This design comes from an exercise in tuning for small area, a short achievable clock period and few clock cycles per item on the open sky130 flow, not from production work. Where RTL was checked, it was by simulation tests only, not by an equivalence proof against the original.

==> flow/design.v <==
`timescale 1ns/1ps
module SBGCDCtrl (
  input      [31:0]   io_sb_SBaddress,
  input               io_sb_SBvalid,
  input      [31:0]   io_sb_SBwdata,
  input               io_sb_SBwrite,
  input      [3:0]    io_sb_SBsize,
  output              io_sb_SBready,
  output     [31:0]   io_sb_SBrdata,
  input               io_sel,
  output              io_irq,
  input               clk,
  input               reset
);
  wire        acc   = io_sb_SBvalid && io_sel;
  wire [7:0]  addr  = io_sb_SBaddress[7:0];
  wire        wr    = acc && io_sb_SBwrite;
  wire        rd    = acc && !io_sb_SBwrite;
  wire        wrA   = wr && (addr == 8'h00);
  wire        wrB   = wr && (addr == 8'h04);
  wire        wrGo  = wr && (addr == 8'h10);
  wire        start = wrGo && (io_sb_SBwdata == 32'h00000001);
  wire        rdRes = rd && (addr == 8'h08);
  reg  [31:0] regA;
  reg  [31:0] regB;
  reg         readyReg;
  reg         irqReg;
  reg         busy;      
  reg         resValid;  
  reg         reload;    
  reg         irqPrev;   
  reg         selA, selB, selR, selS;
  wire [31:0] nextA = wrA ? io_sb_SBwdata : regA;
  wire [31:0] nextB = wrB ? io_sb_SBwdata : regB;
  wire        load  = wrA || wrB || reload;
  reg  [31:0] x;
  reg  [31:0] y;
  reg  [4:0]  c;         
  reg         fin;       
  wire [31:0] xd = x ^ y;
  wire        eq = ~|xd;
  wire        ce = eq || fin;
  wire        done = ce && (c == 5'd0);
  wire        ex = ~x[0];
  wire        ey = ~y[0];
  wire        fresh  = busy && done;
  wire        irqNow = irqReg || fresh;
  wire [31:0] p = ~xd;
  wire [31:0] g = x & ~y;
  reg  [32:0] gc;
  reg  [32:0] pc;
  reg  [32:0] gt, pt;
  integer i, s;
  always @(*) begin
    gt = {g, 1'b0};
    pt = {p, 1'b1};
    for (s = 1; s < 33; s = s * 2) begin
      for (i = 2 * s - 1; i < 33; i = i + 2 * s) begin
        gt[i] = gt[i] | (pt[i] & gt[i - s]);
        pt[i] = pt[i] & pt[i - s];
      end
    end
    for (s = 16; s >= 1; s = s / 2) begin
      for (i = 3 * s - 1; i < 33; i = i + 2 * s) begin
        gt[i] = gt[i] | (pt[i] & gt[i - s]);
        pt[i] = pt[i] & pt[i - s];
      end
    end
    gc = gt;
    pc = pt;
  end
  wire [32:0] c1  = gc | pc;
  wire        neg = ~c1[32];
  wire [31:0] ad  = neg ? ~(p ^ gc[31:0]) : (p ^ c1[31:0]);
  wire [31:0] t = ex ? x : (ey ? y : xd);
  wire [2:0]  kz = t[1] ? 3'd1 : t[2] ? 3'd2 : t[3] ? 3'd3 : t[4] ? 3'd4 :
                   t[5] ? 3'd5 : t[6] ? 3'd6 : 3'd7;
  wire        both = ex && ey;
  wire [2:0]  k = both ? 3'd1 : kz;
  wire [31:0] w = ex ? x : (ey ? y : ad);
  wire [31:0] r = w >> k;
  wire        step  = !ce;
  wire        halfY = step && both;
  wire        dblX  = ce && (c != 5'd0);
  wire [31:0] keep  = ex ? y : (ey ? x : (neg ? x : y));
  always @(posedge clk) begin
    if (load) begin
      x   <= nextA;
      y   <= nextB;
      c   <= 5'd0;
      fin <= 1'b0;
    end else if (dblX) begin
      x   <= {x[30:0], 1'b0};
      c   <= c - 5'd1;
      fin <= 1'b1;
    end else if (step) begin
      x <= r;
      if (halfY) begin
        y <= {1'b0, y[31:1]};
        c <= c + 5'd1;
      end else begin
        y <= keep;
      end
    end
  end
  always @(posedge clk or posedge reset) begin
    if (reset) begin
      regA     <= 32'h00000000;
      regB     <= 32'h00000000;
      readyReg <= 1'b0;
      irqReg   <= 1'b0;
      busy     <= 1'b0;
      resValid <= 1'b0;
      reload   <= 1'b1;
      irqPrev  <= 1'b0;
      selA     <= 1'b0;
      selB     <= 1'b0;
      selR     <= 1'b0;
      selS     <= 1'b0;
    end else begin
      regA     <= nextA;
      regB     <= nextB;
      reload   <= 1'b0;
      readyReg <= acc;
      irqPrev  <= irqNow;
      selA     <= rd && (addr == 8'h00);
      selB     <= rd && (addr == 8'h04);
      selR     <= rdRes && (resValid || fresh);
      selS     <= rd && (addr == 8'h0c);
      if (start)
        busy <= 1'b1;
      else if (done)
        busy <= 1'b0;
      if (rdRes)
        irqReg <= 1'b0;
      else if (fresh)
        irqReg <= 1'b1;
      if (wrA || wrB || wrGo)
        resValid <= 1'b0;
      else if (fresh)
        resValid <= 1'b1;
    end
  end
  assign io_sb_SBready = readyReg;
  assign io_irq        = irqNow;
  assign io_sb_SBrdata = ({32{selA}} & regA) | ({32{selB}} & regB) |
                         ({32{selR}} & x) | {31'd0, selS & irqPrev};
endmodule
export LEC_CHECK = 0
export CAP_MARGIN = 20
export CORE_MARGIN = 2
export CORE_UTILIZATION = 40
export SETUP_SLACK_MARGIN = 5
export SLEW_MARGIN = 20
create_clock -name core_clock -period 10.0 [get_ports {clk}]
standard.sh (not shown) runs the stock make flow with config.mk's settings and CLKGATE_MAP_FILE= SYNTH_SCRIPT=/design/flow/synth_recipe.tcl, a recipe that flattens the netlist after the stock synthesis.
==> flow/flow/run.sh <==
#!/bin/bash
# The standard layout (the standard.sh, standard synthesis included), with
# the port buffers made from sky130_fd_sc_hd__buf_1 instead of the buffer that
# buffer_ports picks by default (a slow, large delay buffer). Every port still
# gets its own buffer.
set -euo pipefail
export BUFFER_PORTS_ARGS="-buffer_cell sky130_fd_sc_hd__buf_1"
bash standard.sh > standard.log 2>&1
Testbench counts at the start, summed over its fixed seeds: cycles 35,714, items 2,400.
Edit:
--- a/flow/design.v
+++ b/flow/design.v
@@ -43,8 +43,6 @@
   wire        done = ce && (c == 5'd0);
   wire        ex = ~x[0];
   wire        ey = ~y[0];
-  wire        fresh  = busy && done;
-  wire        irqNow = irqReg || fresh;
   wire [31:0] p = ~xd;
   wire [31:0] g = x & ~y;
   reg  [32:0] gc;
@@ -55,13 +53,7 @@
     gt = {g, 1'b0};
     pt = {p, 1'b1};
     for (s = 1; s < 33; s = s * 2) begin
-      for (i = 2 * s - 1; i < 33; i = i + 2 * s) begin
-        gt[i] = gt[i] | (pt[i] & gt[i - s]);
-        pt[i] = pt[i] & pt[i - s];
-      end
-    end
-    for (s = 16; s >= 1; s = s / 2) begin
-      for (i = 3 * s - 1; i < 33; i = i + 2 * s) begin
+      for (i = 32; i >= s; i = i - 1) begin
         gt[i] = gt[i] | (pt[i] & gt[i - s]);
         pt[i] = pt[i] & pt[i - s];
       end
@@ -79,27 +71,29 @@
   wire [2:0]  k = both ? 3'd1 : kz;
   wire [31:0] w = ex ? x : (ey ? y : ad);
   wire [31:0] r = w >> k;
-  wire        step  = !ce;
-  wire        halfY = step && both;
-  wire        dblX  = ce && (c != 5'd0);
-  wire [31:0] keep  = ex ? y : (ey ? x : (neg ? x : y));
+  wire        updX = !ce && (ex || (!ey && !neg));
+  wire        updY = !ce && !ex && (ey || neg);
+  wire        halfY = !ce && both;
+  wire        dblX = ce && (c != 5'd0);
   always @(posedge clk) begin
     if (load) begin
       x   <= nextA;
       y   <= nextB;
       c   <= 5'd0;
       fin <= 1'b0;
-    end else if (dblX) begin
-      x   <= {x[30:0], 1'b0};
-      c   <= c - 5'd1;
-      fin <= 1'b1;
-    end else if (step) begin
-      x <= r;
+    end else begin
+      if (dblX) begin
+        x   <= {x[30:0], 1'b0};
+        c   <= c - 5'd1;
+        fin <= 1'b1;
+      end else if (updX) begin
+        x <= r;
+      end
       if (halfY) begin
         y <= {1'b0, y[31:1]};
         c <= c + 5'd1;
-      end else begin
-        y <= keep;
+      end else if (updY) begin
+        y <= r;
       end
     end
   end
@@ -122,10 +116,10 @@
       regB     <= nextB;
       reload   <= 1'b0;
       readyReg <= acc;
-      irqPrev  <= irqNow;
+      irqPrev  <= irqReg;
       selA     <= rd && (addr == 8'h00);
       selB     <= rd && (addr == 8'h04);
-      selR     <= rdRes && (resValid || fresh);
+      selR     <= rdRes && resValid;
       selS     <= rd && (addr == 8'h0c);
       if (start)
         busy <= 1'b1;
@@ -133,16 +127,16 @@
         busy <= 1'b0;
       if (rdRes)
         irqReg <= 1'b0;
-      else if (fresh)
+      else if (busy && done)
         irqReg <= 1'b1;
       if (wrA || wrB || wrGo)
         resValid <= 1'b0;
-      else if (fresh)
+      else if (busy && done)
         resValid <= 1'b1;
     end
   end
   assign io_sb_SBready = readyReg;
-  assign io_irq        = irqNow;
+  assign io_irq        = irqReg;
   assign io_sb_SBrdata = ({32{selA}} & regA) | ({32{selB}} & regB) |
                          ({32{selR}} & x) | {31'd0, selS & irqPrev};
 endmodule
=> Wire length came out higher by roughly a tenth; hold slack loses 0.094 ns; register-to-register slack gets better by 0.03 ns; critical path depth rises by 10; design area goes up slightly; clock skew hardly moves; sequential share of layout area shrinks by 0.55 points; flip-flop and latch count is unchanged.
Function not checked in the second run of this note: the RTL went through the layout flow alone.

* * *

Starts from the design.v that is shown in full above.
export LEC_CHECK = 0
export CAP_MARGIN = 10
export CORE_MARGIN = 2
export CORE_UTILIZATION = 40
export CTS_BUF_LIST = sky130_fd_sc_hd__clkbuf_8
export SETUP_SLACK_MARGIN = 5
export SLEW_MARGIN = 10
create_clock -name core_clock -period 10.0 [get_ports {clk}]
Scripts as last shown in full above: flow/flow/run.sh
Testbench counts at the start, summed over its fixed seeds: cycles 35,714, items 2,400.
Next try:
--- a/flow/design.v
+++ b/flow/design.v
@@ -41,11 +41,11 @@
   wire        eq = ~|xd;
   wire        ce = eq || fin;
   wire        done = ce && (c == 5'd0);
   wire        ex = ~x[0];
   wire        ey = ~y[0];
-  wire        fresh  = busy && done;
+  wire        fresh  = busy && ce && (c[4:1] == 4'd0);
   wire        irqNow = irqReg || fresh;
   wire [31:0] p = ~xd;
   wire [31:0] g = x & ~y;
   reg  [32:0] gc;
   reg  [32:0] pc;
@@ -127,11 +127,11 @@
       selB     <= rd && (addr == 8'h04);
       selR     <= rdRes && (resValid || fresh);
       selS     <= rd && (addr == 8'h0c);
       if (start)
         busy <= 1'b1;
-      else if (done)
+      else if (fresh)
         busy <= 1'b0;
       if (rdRes)
         irqReg <= 1'b0;
       else if (fresh)
         irqReg <= 1'b1;
After rerunning: Count of clock-buffer cells in the layout came out higher by 2. Sequential cell count does not change. Fmax came out lower by about 3.4%. Sequential share of layout area came out lower by 1.2 points.
Testbench counts after the change, summed over its fixed seeds: cycles 34,963, items 2,400.

* * *

Setup of JK:
Starts from the design.v that is shown in full above.
==> flow/config.mk <==
export PLATFORM = sky130hd
export DESIGN_NAME = SBGCDCtrl
export DESIGN_NICKNAME = SBGCDCtrl
export VERILOG_FILES = /design/flow/design.v
export SDC_FILE = /design/flow/constraint.sdc
export NUM_CORES = 4
export LEC_CHECK = 0
export CAP_MARGIN = 10
export CORE_MARGIN = 2
export CORE_UTILIZATION = 40
export CTS_BUF_LIST = sky130_fd_sc_hd__clkbuf_8
export PLACE_DENSITY = 0.8
export SETUP_SLACK_MARGIN = 5
export SLEW_MARGIN = 10
==> flow/constraint.sdc <==
create_clock -name core_clock -period 10.0 [get_ports {clk}]
set_input_delay 2.0000 -clock core_clock [delete_from_list [all_inputs] [get_ports {clk}]]
set_output_delay 2.0000 -clock core_clock [all_outputs]
set_load 0.01 [all_outputs]
Scripts as last shown in full above: flow/flow/run.sh
Testbench counts of JK, summed over its fixed seeds: cycles 35,714, items 2,400.
Input changes introduced in MS (baseline for comparison: JK):
--- a/flow/design.v
+++ b/flow/design.v
@@ -41,11 +41,11 @@
   wire        eq = ~|xd;
   wire        ce = eq || fin;
   wire        done = ce && (c == 5'd0);
   wire        ex = ~x[0];
   wire        ey = ~y[0];
-  wire        fresh  = busy && done;
+  wire        fresh  = busy && ce && (c[4:2] == 3'd0) && !(c[1] && c[0]);
   wire        irqNow = irqReg || fresh;
   wire [31:0] p = ~xd;
   wire [31:0] g = x & ~y;
   reg  [32:0] gc;
   reg  [32:0] pc;
@@ -74,32 +74,34 @@
   wire [31:0] ad  = neg ? ~(p ^ gc[31:0]) : (p ^ c1[31:0]);
   wire [31:0] t = ex ? x : (ey ? y : xd);
   wire [2:0]  kz = t[1] ? 3'd1 : t[2] ? 3'd2 : t[3] ? 3'd3 : t[4] ? 3'd4 :
                    t[5] ? 3'd5 : t[6] ? 3'd6 : 3'd7;
   wire        both = ex && ey;
-  wire [2:0]  k = both ? 3'd1 : kz;
+  wire        both4 = both && !x[1] && !y[1];
+  wire [2:0]  k = both4 ? 3'd2 : both ? 3'd1 : kz;
   wire [31:0] w = ex ? x : (ey ? y : ad);
   wire [31:0] r = w >> k;
   wire        step  = !ce;
   wire        halfY = step && both;
   wire        dblX  = ce && (c != 5'd0);
+  wire        dbl2  = c[4:1] != 4'd0;
   wire [31:0] keep  = ex ? y : (ey ? x : (neg ? x : y));
   always @(posedge clk) begin
     if (load) begin
       x   <= nextA;
       y   <= nextB;
       c   <= 5'd0;
       fin <= 1'b0;
     end else if (dblX) begin
-      x   <= {x[30:0], 1'b0};
-      c   <= c - 5'd1;
+      x   <= dbl2 ? {x[29:0], 2'b00} : {x[30:0], 1'b0};
+      c   <= c - (dbl2 ? 5'd2 : 5'd1);
       fin <= 1'b1;
     end else if (step) begin
       x <= r;
       if (halfY) begin
-        y <= {1'b0, y[31:1]};
-        c <= c + 5'd1;
+        y <= both4 ? {2'b00, y[31:2]} : {1'b0, y[31:1]};
+        c <= c + (both4 ? 5'd2 : 5'd1);
       end else begin
         y <= keep;
       end
     end
   end
@@ -127,11 +129,11 @@
       selB     <= rd && (addr == 8'h04);
       selR     <= rdRes && (resValid || fresh);
       selS     <= rd && (addr == 8'h0c);
       if (start)
         busy <= 1'b1;
-      else if (done)
+      else if (fresh)
         busy <= 1'b0;
       if (rdRes)
         irqReg <= 1'b0;
       else if (fresh)
         irqReg <= 1'b1;
[summary]
- MS ended with more average cell area after synthesis than JK.
- MS vs. JK: setup skew after layout increased 0.017 ns, net count reported at finish picked up an extra 4.5%, cell count shows an increase of 79.
- MS ended with less maximum clock frequency than JK.
- Delta (MS minus JK): area fraction in and, or, nand and nor cells after synthesis now sits lower, cell count after placement went up, reg-to-reg setup timing slack shrank by 0.10 ns, first-iteration DRC count now sits higher.
- Diff JK -> MS: post-route fraction of the period consumed by the critical path rose 0.51 points; via count rose 1,443.
For MS, only the layout was checked, not whether the RTL still works.

* * *

RTL: one of the versions met above, not the one the previous note started from.
For scale: about 1600 cells after synthesis, about 12000 um^2 of cells after synthesis.
==> module SBGCDCtrl, before the edit <==
module SBGCDCtrl (
  input      [31:0]   io_sb_SBaddress,
  input               io_sb_SBvalid,
  input      [31:0]   io_sb_SBwdata,
  input               io_sb_SBwrite,
  input      [3:0]    io_sb_SBsize,
  output              io_sb_SBready,
  output     [31:0]   io_sb_SBrdata,
  input               io_sel,
  output              io_irq,
  input               clk,
  input               reset
);
  wire        acc   = io_sb_SBvalid && io_sel;
  wire [7:0]  addr  = io_sb_SBaddress[7:0];
  wire        wr    = acc && io_sb_SBwrite;
  wire        rd    = acc && !io_sb_SBwrite;
  wire        wrA   = wr && (addr == 8'h00);
  wire        wrB   = wr && (addr == 8'h04);
  wire        wrGo  = wr && (addr == 8'h10);
  wire        start = wrGo && (io_sb_SBwdata == 32'h00000001);
  wire        rdRes = rd && (addr == 8'h08);
  reg  [31:0] regA;
  reg  [31:0] regB;
  reg         readyReg;
  reg         irqReg;
  reg         busy;      
  reg         resValid;  
  reg         reload;    
  reg         irqPrev;   
  reg         selA, selB, selR, selS;
  wire [31:0] nextA = wrA ? io_sb_SBwdata : regA;
  wire [31:0] nextB = wrB ? io_sb_SBwdata : regB;
  wire        load  = wrA || wrB || reload;
  reg  [31:0] x;
  reg  [31:0] y;
  reg  [4:0]  c;         
  reg         fin;       
  wire [31:0] xd = x ^ y;
  wire        eq = ~|xd;
  wire        ce = eq || fin;
  wire        done = ce && (c == 5'd0);
  wire        ex = ~x[0];
  wire        ey = ~y[0];
  wire [31:0] p = ~xd;
  wire [31:0] g = x & ~y;
  reg  [32:0] gc;
  reg  [32:0] pc;
  reg  [32:0] gt, pt;
  integer i, s;
  always @(*) begin
    gt = {g, 1'b0};
    pt = {p, 1'b1};
    for (s = 1; s < 33; s = s * 2) begin
      for (i = 32; i >= s; i = i - 1) begin
        gt[i] = gt[i] | (pt[i] & gt[i - s]);
        pt[i] = pt[i] & pt[i - s];
      end
    end
    gc = gt;
    pc = pt;
  end
  wire [32:0] c1  = gc | pc;
  wire        neg = ~c1[32];
  wire [31:0] ad  = neg ? ~(p ^ gc[31:0]) : (p ^ c1[31:0]);
  wire [31:0] t = ex ? x : (ey ? y : xd);
  wire [2:0]  kz = t[1] ? 3'd1 : t[2] ? 3'd2 : t[3] ? 3'd3 : t[4] ? 3'd4 :
                   t[5] ? 3'd5 : t[6] ? 3'd6 : 3'd7;
  wire        both = ex && ey;
  wire [2:0]  k = both ? 3'd1 : kz;
  wire [31:0] w = ex ? x : (ey ? y : ad);
  wire [31:0] r = w >> k;
  wire        updX = !ce && (ex || (!ey && !neg));
  wire        updY = !ce && !ex && (ey || neg);
  wire        halfY = !ce && both;
  wire        dblX = ce && (c != 5'd0);
  always @(posedge clk) begin
    if (load) begin
      x   <= nextA;
      y   <= nextB;
      c   <= 5'd0;
      fin <= 1'b0;
    end else begin
      if (dblX) begin
        x   <= {x[30:0], 1'b0};
        c   <= c - 5'd1;
        fin <= 1'b1;
      end else if (updX) begin
        x <= r;
      end
      if (halfY) begin
        y <= {1'b0, y[31:1]};
        c <= c + 5'd1;
      end else if (updY) begin
        y <= r;
      end
    end
  end
  always @(posedge clk or posedge reset) begin
    if (reset) begin
      regA     <= 32'h00000000;
      regB     <= 32'h00000000;
      readyReg <= 1'b0;
      irqReg   <= 1'b0;
      busy     <= 1'b0;
      resValid <= 1'b0;
      reload   <= 1'b1;
      irqPrev  <= 1'b0;
      selA     <= 1'b0;
      selB     <= 1'b0;
      selR     <= 1'b0;
      selS     <= 1'b0;
    end else begin
      regA     <= nextA;
      regB     <= nextB;
      reload   <= 1'b0;
      readyReg <= acc;
      irqPrev  <= irqReg;
      selA     <= rd && (addr == 8'h00);
      selB     <= rd && (addr == 8'h04);
      selR     <= rdRes && resValid;
      selS     <= rd && (addr == 8'h0c);
      if (start)
        busy <= 1'b1;
      else if (done)
        busy <= 1'b0;
      if (rdRes)
        irqReg <= 1'b0;
      else if (busy && done)
        irqReg <= 1'b1;
      if (wrA || wrB || wrGo)
        resValid <= 1'b0;
      else if (busy && done)
        resValid <= 1'b1;
    end
  end
  assign io_sb_SBready = readyReg;
  assign io_irq        = irqReg;
  assign io_sb_SBrdata = ({32{selA}} & regA) | ({32{selB}} & regB) |
                         ({32{selR}} & x) | {31'd0, selS & irqPrev};
endmodule
Settings: LEC_CHECK=0, CAP_MARGIN=20, CORE_MARGIN=2, CORE_UTILIZATION=40, SETUP_SLACK_MARGIN=5, SLEW_MARGIN=20; clock period 10.0 ns.
run.sh (not shown) runs the stock make flow with config.mk's settings and CLKGATE_MAP_FILE= SYNTH_SCRIPT=/design/flow/synth_recipe.tcl, a recipe that flattens the netlist after the stock synthesis.
Stock flow here: none of the scripts above is used.
The starting point completed without violations.
Rerun with:
--- a/flow/design.v
+++ b/flow/design.v
@@ -41,21 +41,29 @@
   wire        eq = ~|xd;
   wire        ce = eq || fin;
   wire        done = ce && (c == 5'd0);
   wire        ex = ~x[0];
   wire        ey = ~y[0];
+  wire        fresh  = busy && done;
+  wire        irqNow = irqReg || fresh;
   wire [31:0] p = ~xd;
   wire [31:0] g = x & ~y;
   reg  [32:0] gc;
   reg  [32:0] pc;
   reg  [32:0] gt, pt;
   integer i, s;
   always @(*) begin
     gt = {g, 1'b0};
     pt = {p, 1'b1};
     for (s = 1; s < 33; s = s * 2) begin
-      for (i = 32; i >= s; i = i - 1) begin
+      for (i = 2 * s - 1; i < 33; i = i + 2 * s) begin
+        gt[i] = gt[i] | (pt[i] & gt[i - s]);
+        pt[i] = pt[i] & pt[i - s];
+      end
+    end
+    for (s = 16; s >= 1; s = s / 2) begin
+      for (i = 3 * s - 1; i < 33; i = i + 2 * s) begin
         gt[i] = gt[i] | (pt[i] & gt[i - s]);
         pt[i] = pt[i] & pt[i - s];
       end
     end
     gc = gt;
@@ -114,29 +122,29 @@
     end else begin
       regA     <= nextA;
       regB     <= nextB;
       reload   <= 1'b0;
       readyReg <= acc;
-      irqPrev  <= irqReg;
+      irqPrev  <= irqNow;
       selA     <= rd && (addr == 8'h00);
       selB     <= rd && (addr == 8'h04);
-      selR     <= rdRes && resValid;
+      selR     <= rdRes && (resValid || fresh);
       selS     <= rd && (addr == 8'h0c);
       if (start)
         busy <= 1'b1;
       else if (done)
         busy <= 1'b0;
       if (rdRes)
         irqReg <= 1'b0;
-      else if (busy && done)
+      else if (fresh)
         irqReg <= 1'b1;
       if (wrA || wrB || wrGo)
         resValid <= 1'b0;
-      else if (busy && done)
+      else if (fresh)
         resValid <= 1'b1;
     end
   end
   assign io_sb_SBready = readyReg;
-  assign io_irq        = irqReg;
+  assign io_irq        = irqNow;
   assign io_sb_SBrdata = ({32{selA}} & regA) | ({32{selB}} & regB) |
                          ({32{selR}} & x) | {31'd0, selS & irqPrev};
 endmodule
Outcome: Non-clock buffer count went up by 62. Sequential share of layout area went down by 1.0 points. Die area went down by 6.3%. Area after synthesis went down by 6.4%. Via count went down by 7.7%. Setup slack got worse by 79 ps. Global-route usage went up by 1.2 points. Wire length went down by 1.5%. Critical path depth went up by 2. Sequential cell count does not change.
Testbench counts after the change, summed over its fixed seeds: cycles 35,714, items 2,400.
The RTL of the first run of this note was laid out without a check of its function.

[re-timing with driven ports]
The results above use ideal ports. As a check the final layouts listed here were re-extracted and re-timed, cells and wires unchanged.
Step 1 assumes that a clkbuf_16 drives the clock port and a buf_2 every other input.
Step 2, shift: input delay + t, output delay - t, t = (earliest + latest rising clock arrival at the registers) / 2. This alone moves slack from input paths to output paths.
a / b / c = no drivers / after step 1 / after step 2; a / b = the first two.
run	t (ns)	slack for setup (ns)	hold slack, ns	worst slew at a driven data input, ns
the first run of note 1	0.475	5.070 / 5.022 / 4.719	0.509 / 0.509 / 0.509	0.03
the second run of note 1	0.465	5.163 / 5.163 / 4.980	0.415 / 0.415 / 0.415	0.04
the first run of note 2	0.484	5.060 / 5.018 / 4.622	0.510 / 0.510 / 0.510	0.04
the second run of note 2	0.489	4.888 / 4.848 / 4.617	0.499 / 0.499 / 0.499	0.03
JK	0.489	5.033 / 4.993 / 4.670	0.503 / 0.503 / 0.503	0.04
MS	0.532	4.982 / 4.967 / 4.677	0.469 / 0.469 / 0.469	0.04
the first run of note 4	0.467	5.110 / 5.133 / 4.666	0.429 / 0.429 / 0.429	0.04
the second run of note 4	0.472	5.031 / 4.984 / 4.764	0.488 / 0.488 / 0.488	0.04
After both steps every run listed still meets setup and hold. The setup slack of the first run of note 4, which loses most, moves by +0.023 ns with the drivers and by -0.444 ns with both steps.
